Context: an optimization exercise on an open-source flow, tuned for small area and a short achievable clock period. The choices shown serve that exercise and are no tape-out recipe. Where RTL was checked, it was by simulation tests only, not by an equivalence proof against the original.

Setup of the previous run:
==> flow/design.v <==
`timescale 1ns / 1ps
module Cordic_Machine(clock_pulse, reset, x_input, y_input, z_input, x_output, y_output, z_output, flag);
	input clock_pulse;
	input reset;  
	input signed [24:0] x_input;
	input signed [24:0] y_input;
	input signed [24:0] z_input;
	output signed [24:0] x_output;
	output signed [24:0] y_output;
	output signed [24:0] z_output;
	output flag;
	reg signed [24:0] x, y, z;
	reg [4:0] k;
	reg [4:0] kx, kyn;
	wire [4:0] ky = ~kyn;
	reg load;  
	wire [24:0] atan =
		(k == 5'd0) ? 25'b000_0010000000000000000000 :
		(k == 5'd1) ? 25'b000_0001001011100100000000 :
		(k == 5'd2) ? 25'b000_0000100111111011001110 :
		(k == 5'd3) ? 25'b000_0000010100010001000100 :
		(k == 5'd4) ? 25'b000_0000001010001011000011 :
		(k == 5'd5) ? 25'b000_0000000101000101110101 :
		(k == 5'd6) ? 25'b000_0000000010100010111101 :
		(k == 5'd7) ? 25'b000_0000000001010001011111 :
		(k == 5'd8) ? 25'b000_0000000000101000101111 :
		(k == 5'd9) ? 25'b000_0000000000010100010111 :
		(k == 5'd10) ? 25'b000_0000000000001010001011 :
		(k == 5'd11) ? 25'b000_0000000000000101000101 :
		(k == 5'd12) ? 25'b000_0000000000000010100010 :
		(k == 5'd13) ? 25'b000_0000000000000001010001 :
		(k == 5'd14) ? 25'b000_0000000000000000101000 :
		(k == 5'd15) ? 25'b000_0000000000000000010100 :
		(k == 5'd16) ? 25'b000_0000000000000000001010 :
		(k == 5'd17) ? 25'b000_0000000000000000000101 :
		(k == 5'd18) ? 25'b000_0000000000000000000010 :
		(k == 5'd19) ? 25'b000_0000000000000000000001 :
		25'b0;
	wire neg = z[24];
	wire [24:0] mx = {25{neg}};    
	wire [24:0] my = {25{~neg}};   
	wire [24:0] xi = x ^ mx;
	wire [24:0] yi = y ^ my;
	wire fx = mx[0] ^ (x[24] & ~load);
	wire fy = my[0] ^ (y[24] & ~load);
	wire signed [25:0] xsh = $signed({fx, xi}) >>> kx;
	wire signed [25:0] ysh = $signed({fy, yi}) >>> ky;
	wire [24:0] xa = load ? x_input : x;
	wire [24:0] ya = load ? y_input : y;
	wire [24:0] za = load ? z_input : z;
	wire [24:0] xn, yn, zn;
	bk_add25 ax (.a(xa), .b(ysh[24:0]), .ci(~neg), .s(xn));
	bk_add25 ay (.a(ya), .b(xsh[24:0]), .ci(neg), .s(yn));
	bk_add25 az (.a(za), .b(atan ^ {25{~neg}}), .ci(~neg), .s(zn));
	always @(posedge clock_pulse) begin
		if (reset) begin
			k <= 5'd31;
			kx <= 5'd31;
			kyn <= 5'd0;
			load <= 1'b1;
		end else begin
			k <= (k == 5'd20) ? 5'd31 : k + 5'd1;
			kx <= (kx == 5'd20) ? 5'd31 : kx + 5'd1;
			kyn <= (kyn == 5'd11) ? 5'd0 : kyn - 5'd1;
			load <= (k == 5'd20);
		end
		x <= xn;
		y <= yn;
		z <= zn;
	end
	assign flag = (k == 5'd20);
	assign x_output = x;
	assign y_output = y;
	assign z_output = z;
endmodule
module bk_add25(a, b, ci, s);
	input [24:0] a, b;
	input ci;
	output [24:0] s;
	wire [25:0] g0 = {a & b, ci};
	wire [25:0] p0 = {a ^ b, 1'b0};
	wire g_0_1 = g0[1] | (p0[1] & g0[0]);
	wire p_0_1 = p0[1] & p0[0];
	wire g_0_3 = g0[3] | (p0[3] & g0[2]);
	wire p_0_3 = p0[3] & p0[2];
	wire g_0_5 = g0[5] | (p0[5] & g0[4]);
	wire p_0_5 = p0[5] & p0[4];
	wire g_0_7 = g0[7] | (p0[7] & g0[6]);
	wire p_0_7 = p0[7] & p0[6];
	wire g_0_9 = g0[9] | (p0[9] & g0[8]);
	wire p_0_9 = p0[9] & p0[8];
	wire g_0_11 = g0[11] | (p0[11] & g0[10]);
	wire p_0_11 = p0[11] & p0[10];
	wire g_0_13 = g0[13] | (p0[13] & g0[12]);
	wire p_0_13 = p0[13] & p0[12];
	wire g_0_15 = g0[15] | (p0[15] & g0[14]);
	wire p_0_15 = p0[15] & p0[14];
	wire g_0_17 = g0[17] | (p0[17] & g0[16]);
	wire p_0_17 = p0[17] & p0[16];
	wire g_0_19 = g0[19] | (p0[19] & g0[18]);
	wire p_0_19 = p0[19] & p0[18];
	wire g_0_21 = g0[21] | (p0[21] & g0[20]);
	wire p_0_21 = p0[21] & p0[20];
	wire g_0_23 = g0[23] | (p0[23] & g0[22]);
	wire p_0_23 = p0[23] & p0[22];
	wire g_0_25 = g0[25] | (p0[25] & g0[24]);
	wire p_0_25 = p0[25] & p0[24];
	wire g_1_2 = g0[2] | (p0[2] & g_0_1);
	wire p_1_2 = p0[2] & p_0_1;
	wire g_1_3 = g_0_3 | (p_0_3 & g_0_1);
	wire p_1_3 = p_0_3 & p_0_1;
	wire g_1_6 = g0[6] | (p0[6] & g_0_5);
	wire p_1_6 = p0[6] & p_0_5;
	wire g_1_7 = g_0_7 | (p_0_7 & g_0_5);
	wire p_1_7 = p_0_7 & p_0_5;
	wire g_1_10 = g0[10] | (p0[10] & g_0_9);
	wire p_1_10 = p0[10] & p_0_9;
	wire g_1_11 = g_0_11 | (p_0_11 & g_0_9);
	wire p_1_11 = p_0_11 & p_0_9;
	wire g_1_14 = g0[14] | (p0[14] & g_0_13);
	wire p_1_14 = p0[14] & p_0_13;
	wire g_1_15 = g_0_15 | (p_0_15 & g_0_13);
	wire p_1_15 = p_0_15 & p_0_13;
	wire g_1_18 = g0[18] | (p0[18] & g_0_17);
	wire p_1_18 = p0[18] & p_0_17;
	wire g_1_19 = g_0_19 | (p_0_19 & g_0_17);
	wire p_1_19 = p_0_19 & p_0_17;
	wire g_1_22 = g0[22] | (p0[22] & g_0_21);
	wire p_1_22 = p0[22] & p_0_21;
	wire g_1_23 = g_0_23 | (p_0_23 & g_0_21);
	wire p_1_23 = p_0_23 & p_0_21;
	wire g_2_4 = g0[4] | (p0[4] & g_1_3);
	wire p_2_4 = p0[4] & p_1_3;
	wire g_2_5 = g_0_5 | (p_0_5 & g_1_3);
	wire p_2_5 = p_0_5 & p_1_3;
	wire g_2_6 = g_1_6 | (p_1_6 & g_1_3);
	wire p_2_6 = p_1_6 & p_1_3;
	wire g_2_7 = g_1_7 | (p_1_7 & g_1_3);
	wire p_2_7 = p_1_7 & p_1_3;
	wire g_2_12 = g0[12] | (p0[12] & g_1_11);
	wire p_2_12 = p0[12] & p_1_11;
	wire g_2_13 = g_0_13 | (p_0_13 & g_1_11);
	wire p_2_13 = p_0_13 & p_1_11;
	wire g_2_14 = g_1_14 | (p_1_14 & g_1_11);
	wire p_2_14 = p_1_14 & p_1_11;
	wire g_2_15 = g_1_15 | (p_1_15 & g_1_11);
	wire p_2_15 = p_1_15 & p_1_11;
	wire g_2_20 = g0[20] | (p0[20] & g_1_19);
	wire p_2_20 = p0[20] & p_1_19;
	wire g_2_21 = g_0_21 | (p_0_21 & g_1_19);
	wire p_2_21 = p_0_21 & p_1_19;
	wire g_2_22 = g_1_22 | (p_1_22 & g_1_19);
	wire p_2_22 = p_1_22 & p_1_19;
	wire g_2_23 = g_1_23 | (p_1_23 & g_1_19);
	wire p_2_23 = p_1_23 & p_1_19;
	wire g_3_8 = g0[8] | (p0[8] & g_2_7);
	wire p_3_8 = p0[8] & p_2_7;
	wire g_3_9 = g_0_9 | (p_0_9 & g_2_7);
	wire p_3_9 = p_0_9 & p_2_7;
	wire g_3_10 = g_1_10 | (p_1_10 & g_2_7);
	wire p_3_10 = p_1_10 & p_2_7;
	wire g_3_11 = g_1_11 | (p_1_11 & g_2_7);
	wire p_3_11 = p_1_11 & p_2_7;
	wire g_3_12 = g_2_12 | (p_2_12 & g_2_7);
	wire p_3_12 = p_2_12 & p_2_7;
	wire g_3_13 = g_2_13 | (p_2_13 & g_2_7);
	wire p_3_13 = p_2_13 & p_2_7;
	wire g_3_14 = g_2_14 | (p_2_14 & g_2_7);
	wire p_3_14 = p_2_14 & p_2_7;
	wire g_3_15 = g_2_15 | (p_2_15 & g_2_7);
	wire p_3_15 = p_2_15 & p_2_7;
	wire g_3_24 = g0[24] | (p0[24] & g_2_23);
	wire p_3_24 = p0[24] & p_2_23;
	wire g_3_25 = g_0_25 | (p_0_25 & g_2_23);
	wire p_3_25 = p_0_25 & p_2_23;
	wire g_4_16 = g0[16] | (p0[16] & g_3_15);
	wire p_4_16 = p0[16] & p_3_15;
	wire g_4_17 = g_0_17 | (p_0_17 & g_3_15);
	wire p_4_17 = p_0_17 & p_3_15;
	wire g_4_18 = g_1_18 | (p_1_18 & g_3_15);
	wire p_4_18 = p_1_18 & p_3_15;
	wire g_4_19 = g_1_19 | (p_1_19 & g_3_15);
	wire p_4_19 = p_1_19 & p_3_15;
	wire g_4_20 = g_2_20 | (p_2_20 & g_3_15);
	wire p_4_20 = p_2_20 & p_3_15;
	wire g_4_21 = g_2_21 | (p_2_21 & g_3_15);
	wire p_4_21 = p_2_21 & p_3_15;
	wire g_4_22 = g_2_22 | (p_2_22 & g_3_15);
	wire p_4_22 = p_2_22 & p_3_15;
	wire g_4_23 = g_2_23 | (p_2_23 & g_3_15);
	wire p_4_23 = p_2_23 & p_3_15;
	wire g_4_24 = g_3_24 | (p_3_24 & g_3_15);
	wire p_4_24 = p_3_24 & p_3_15;
	wire g_4_25 = g_3_25 | (p_3_25 & g_3_15);
	wire p_4_25 = p_3_25 & p_3_15;
	assign s = p0[25:1] ^ {g_4_24, g_4_23, g_4_22, g_4_21, g_4_20, g_4_19, g_4_18, g_4_17, g_4_16, g_3_15, g_3_14, g_3_13, g_3_12, g_3_11, g_3_10, g_3_9, g_3_8, g_2_7, g_2_6, g_2_5, g_2_4, g_1_3, g_1_2, g_0_1, g0[0]};
endmodule
export LEC_CHECK = 0
export CAP_MARGIN = 20
export CORE_MARGIN = 2
export CORE_UTILIZATION = 40
export SETUP_SLACK_MARGIN = 1.5
export SLEW_MARGIN = 20
create_clock -name core_clock -period 6.0 [get_ports {clock_pulse}]
standard.sh (not shown) runs the stock make flow with config.mk's settings and CLKGATE_MAP_FILE= SYNTH_SCRIPT=/design/flow/synth_recipe.tcl, a recipe that flattens the netlist after the stock synthesis.
==> flow/flow/run.sh <==
#!/bin/bash
# Standard layout, with the port buffers made of the smallest buffer cell.
export BUFFER_PORTS_ARGS="-buffer_cell sky130_fd_sc_hd__buf_1"

bash standard.sh > standard.log 2>&1
Here is what was changed in the inputs of the current run compared with the previous run.
--- a/flow/design.v
+++ b/flow/design.v
@@ -44,6 +44,8 @@
 	wire fx = mx[0] ^ (x[24] & ~load);
 	wire fy = my[0] ^ (y[24] & ~load);
-	wire signed [25:0] xsh = $signed({fx, xi}) >>> kx;
-	wire signed [25:0] ysh = $signed({fy, yi}) >>> ky;
+	wire signed [25:0] xe = {fx, xi};
+	wire signed [25:0] ye = {fy, yi};
+	wire signed [25:0] xsh = xe >>> kx;
+	wire signed [25:0] ysh = ye >>> ky;
 	wire [24:0] xa = load ? x_input : x;
 	wire [24:0] ya = load ? y_input : y;
==> comparison <==
- Diff the previous run..the current run | post-layout instance area | unchanged
- Buffer count excluding the clock tree in the final layout came out exactly the same in the current run and the previous run.
- Re headroom to the max-slew limit: no difference whatsoever between the current run and the previous run.
- Diff the current run..the previous run | clock net sink count | unchanged
- The previous run -> the current run: via count delta 0, exact match
- Re wire length: no difference whatsoever between the previous run and the current run.
Only the layout flow was run in the previous run; the RTL was not checked for function there.

Setup of run F:
// Cordic_Machine: RTL as listed in full above, without the edits since
Settings: LEC_CHECK=0, CAP_MARGIN=20, CORE_MARGIN=2, CORE_UTILIZATION=40, SETUP_SLACK_MARGIN=1.0, SLEW_MARGIN=20; clock period 6.0 ns.
Scripts as last shown in full above: flow/flow/run.sh
For run A, these inputs were changed with respect to run F:
diff --git a/flow/design.v b/flow/design.v
--- a/flow/design.v
+++ b/flow/design.v
@@ -44,6 +44,8 @@
 	wire fx = mx[0] ^ (x[24] & ~load);
 	wire fy = my[0] ^ (y[24] & ~load);
-	wire signed [25:0] xsh = $signed({fx, xi}) >>> kx;
-	wire signed [25:0] ysh = $signed({fy, yi}) >>> ky;
+	wire signed [25:0] xe = {fx, xi};
+	wire signed [25:0] ye = {fy, yi};
+	wire signed [25:0] xsh = xe >>> kx;
+	wire signed [25:0] ysh = ye >>> ky;
 	wire [24:0] xa = load ? x_input : x;
 	wire [24:0] ya = load ? y_input : y;
Results
Worst setup slack essentially unchanged between run A and run F. Re number of flip-flops and latches: no difference whatsoever between run A and run F. Diff run A..run F | global-route wire length before repair | unchanged. Comparing run F against run A, there is no change at all in post-cts hold buffer count. Run A -> run F: number of global-route vias before repair delta 0, exact match. Per the final summary, run A finished and its layout is clean on timing, DRC and antenna.
Only the layout flow was run in run F; the RTL was not checked for function there.

Setup of gamma:
Cordic_Machine, a different RTL version from the one above (not shown whole).
For scale: roughly 1100 cells after synthesis, roughly 89 flip-flops, roughly 9600 um2 of cells after synthesis.
==> module Cordic_Machine, before the edit <==
module Cordic_Machine(clock_pulse, reset, x_input, y_input, z_input, x_output, y_output, z_output, flag);
	input clock_pulse;
	input reset;  
	input signed [24:0] x_input;
	input signed [24:0] y_input;
	input signed [24:0] z_input;
	output signed [24:0] x_output;
	output signed [24:0] y_output;
	output signed [24:0] z_output;
	output flag;
	reg signed [24:0] x, y, z;
	reg [4:0] k, kyn;
	wire [4:0] kx = k;
	wire [4:0] ky = ~kyn;
	reg load;  
	wire [31:0] kdec = 32'd1 << k;
	wire [24:0] atan;
	assign atan[0] = |(kdec & 32'h000a2ff0);
	assign atan[1] = |(kdec & 32'h00051794);
	assign atan[2] = |(kdec & 32'h00028bec);
	assign atan[3] = |(kdec & 32'h000145c4);
	assign atan[4] = |(kdec & 32'h0000a2e0);
	assign atan[5] = |(kdec & 32'h00005160);
	assign atan[6] = |(kdec & 32'h000028bc);
	assign atan[7] = |(kdec & 32'h00001454);
	assign atan[8] = |(kdec & 32'h00000a22);
	assign atan[9] = |(kdec & 32'h00000514);
	assign atan[10] = |(kdec & 32'h0000028c);
	assign atan[11] = |(kdec & 32'h00000146);
	assign atan[12] = |(kdec & 32'h000000a6);
	assign atan[13] = |(kdec & 32'h00000056);
	assign atan[14] = |(kdec & 32'h0000002c);
	assign atan[15] = |(kdec & 32'h00000012);
	assign atan[16] = |(kdec & 32'h00000008);
	assign atan[17] = |(kdec & 32'h00000004);
	assign atan[18] = |(kdec & 32'h00000002);
	assign atan[19] = |(kdec & 32'h00000001);
	assign atan[20] = 1'b0;
	assign atan[21] = 1'b0;
	assign atan[22] = 1'b0;
	assign atan[23] = 1'b0;
	assign atan[24] = 1'b0;
	reg cx, cy;    
	reg czn;       
	wire [24:0] xi = x ^ {25{cx}};
	wire [24:0] yi = y ^ {25{cy}};
	wire fx = cx ^ (x[24] & ~load);
	wire fy = cy ^ (y[24] & ~load);
	wire signed [25:0] xe = {fx, xi};
	wire signed [25:0] ye = {fy, yi};
	wire signed [25:0] xsh = xe >>> kx;
	wire signed [25:0] ysh = ye >>> ky;
	wire [24:0] xa = load ? x_input : x;
	wire [24:0] ya = load ? y_input : y;
	wire [24:0] za = load ? z_input : z;
	wire [24:0] xn, yn, zn;
	bk_add25 ax (.a(xa), .b(ysh[24:0]), .ci(cy), .s(xn));
	bk_add25 ay (.a(ya), .b(xsh[24:0]), .ci(cx), .s(yn));
	bk_add25 az (.a(za), .b(atan ^ {25{~czn}}), .ci(~czn), .s(zn));
	always @(posedge clock_pulse) begin
		if (reset) begin
			k <= 5'd31;
			kyn <= 5'd0;
			load <= 1'b1;
			cx <= 1'b0;
			cy <= 1'b0;
			czn <= 1'b1;
		end else begin
			cx <= zn[24] & (k != 5'd20);
			cy <= ~zn[24] & (k != 5'd20);
			czn <= zn[24] | (k == 5'd20);
			k <= (k == 5'd20) ? 5'd31 : k + 5'd1;
			kyn <= (kyn == 5'd11) ? 5'd0 : kyn - 5'd1;
			load <= (k == 5'd20);
		end
		x <= xn;
		y <= yn;
		z <= zn;
	end
	assign flag = (k == 5'd20);
	assign x_output = x;
	assign y_output = y;
	assign z_output = z;
endmodule
export LEC_CHECK = 0
export CAP_MARGIN = 20
export CORE_MARGIN = 2
export CORE_UTILIZATION = 60
export SETUP_SLACK_MARGIN = 1.6
export SLEW_MARGIN = 20
create_clock -name core_clock -period 6.0 [get_ports {clock_pulse}]
==> flow/flow/run.sh <==
#!/bin/bash
# Standard layout, with the port buffers made of the smallest buffer cell.
export BUFFER_PORTS_ARGS="-buffer_cell sky130_fd_sc_hd__buf_1"
export CTS_ARGS="-sink_clustering_enable -repair_clock_nets -buf_list {sky130_fd_sc_hd__clkbuf_4 sky130_fd_sc_hd__clkbuf_8} -dont_use_dummy_load"
bash standard.sh > standard.log 2>&1
### gamma -> beta
--- a/flow/design.v
+++ b/flow/design.v
@@ -38,14 +38,14 @@
 	assign atan[19] = |(kdec & 32'h00000001);
 	assign atan[20] = 1'b0;
 	assign atan[21] = 1'b0;
 	assign atan[22] = 1'b0;
 	assign atan[23] = 1'b0;
 	assign atan[24] = 1'b0;
-	reg cx, cy;    
-	reg czn;       
+	wire neg = z[24];
+	reg cx, cy;                    
 	wire [24:0] xi = x ^ {25{cx}};
 	wire [24:0] yi = y ^ {25{cy}};
 	wire fx = cx ^ (x[24] & ~load);
 	wire fy = cy ^ (y[24] & ~load);
 	wire signed [25:0] xe = {fx, xi};
 	wire signed [25:0] ye = {fy, yi};
@@ -54,25 +54,23 @@
 	wire [24:0] xa = load ? x_input : x;
 	wire [24:0] ya = load ? y_input : y;
 	wire [24:0] za = load ? z_input : z;
 	wire [24:0] xn, yn, zn;
 	bk_add25 ax (.a(xa), .b(ysh[24:0]), .ci(cy), .s(xn));
 	bk_add25 ay (.a(ya), .b(xsh[24:0]), .ci(cx), .s(yn));
-	bk_add25 az (.a(za), .b(atan ^ {25{~czn}}), .ci(~czn), .s(zn));
+	bk_add25 az (.a(za), .b(atan ^ {25{~neg}}), .ci(~neg), .s(zn));
 	always @(posedge clock_pulse) begin
 		if (reset) begin
 			k <= 5'd31;
 			kyn <= 5'd0;
 			load <= 1'b1;
 			cx <= 1'b0;
 			cy <= 1'b0;
-			czn <= 1'b1;
 		end else begin
 			cx <= zn[24] & (k != 5'd20);
 			cy <= ~zn[24] & (k != 5'd20);
-			czn <= zn[24] | (k == 5'd20);
 			k <= (k == 5'd20) ? 5'd31 : k + 5'd1;
 			kyn <= (kyn == 5'd11) ? 5'd0 : kyn - 5'd1;
 			load <= (k == 5'd20);
 		end
 		x <= xn;
 		y <= yn;
- Compared with gamma, the router placed more vias in beta.
- Against gamma, beta reports a slew at the pin with the worst max-slew slack that is higher.
- Diff gamma -> beta: ratio of routed vias to standard cells picked up an extra 0.91%; maximum fanout count along the critical path picked up an extra 15; number of global-route vias before repair picked up an extra 346; sequential cell count lost 1; minimum clock period after layout lost 67 ps.
- beta vs gamma — routing usage on met1 dropped 2.0 points.
- [beta] sequential fraction of the synthesis area fell 0.20 points relative to gamma
- beta leaves more setup margin than gamma.
- Compared with gamma, in beta post-synthesis instance total increased 13, non-clock buffer share of cell area essentially unchanged, fraction of the cycle the final worst path needs decreased 1.1 points.
- beta: routed length per placed instance higher than gamma

-- what the ideal ports hide --
In the flow no input, the clock included, has a driving cell. The finished layouts below were timed again as built, in two steps.
Step 1 (the two cells are an assumption about what drives the block):
set clk [get_ports {clock_pulse}]
set_driving_cell -lib_cell sky130_fd_sc_hd__clkbuf_16 $clk
set_driving_cell -lib_cell sky130_fd_sc_hd__buf_2 [delete_from_list [all_inputs] $clk]
Step 2 also shifts input and output timing later by t, the mid clock arrival at the registers, as if the neighbouring blocks saw the same clock.
a / b / c = ideal / step 1 / step 2; a / b = the first two.
| run | t, ns | setup WS [ns] | worst hold slack (ns) | latest minus earliest clock arrival (ns) | worst register clock-pin slew, ns |
|---|---|---|---|---|---|
| the previous run | 0.408 | 1.740 / 1.740 / 1.740 | 0.440 / 0.440 / 0.440 | 0.019 / 0.018 | 0.08 / 0.08 |
| the current run | 0.408 | 1.740 / 1.740 / 1.740 | 0.440 / 0.440 / 0.440 | 0.019 / 0.018 | 0.08 / 0.08 |
| run F | 0.410 | 1.374 / 1.374 / 1.374 | 0.438 / 0.438 / 0.438 | 0.018 / 0.019 | 0.08 / 0.08 |
| run A | 0.410 | 1.374 / 1.374 / 1.374 | 0.438 / 0.438 / 0.438 | 0.018 / 0.019 | 0.08 / 0.08 |
| gamma | 0.423 | 1.857 / 1.857 / 1.857 | 0.556 / 0.556 / 0.556 | 0.043 / 0.043 | 0.11 / 0.11 |
| beta | 0.416 | 1.924 / 1.924 / 1.924 | 0.548 / 0.548 / 0.548 | 0.020 / 0.020 | 0.09 / 0.09 |
After both steps every run listed still meets setup and hold.
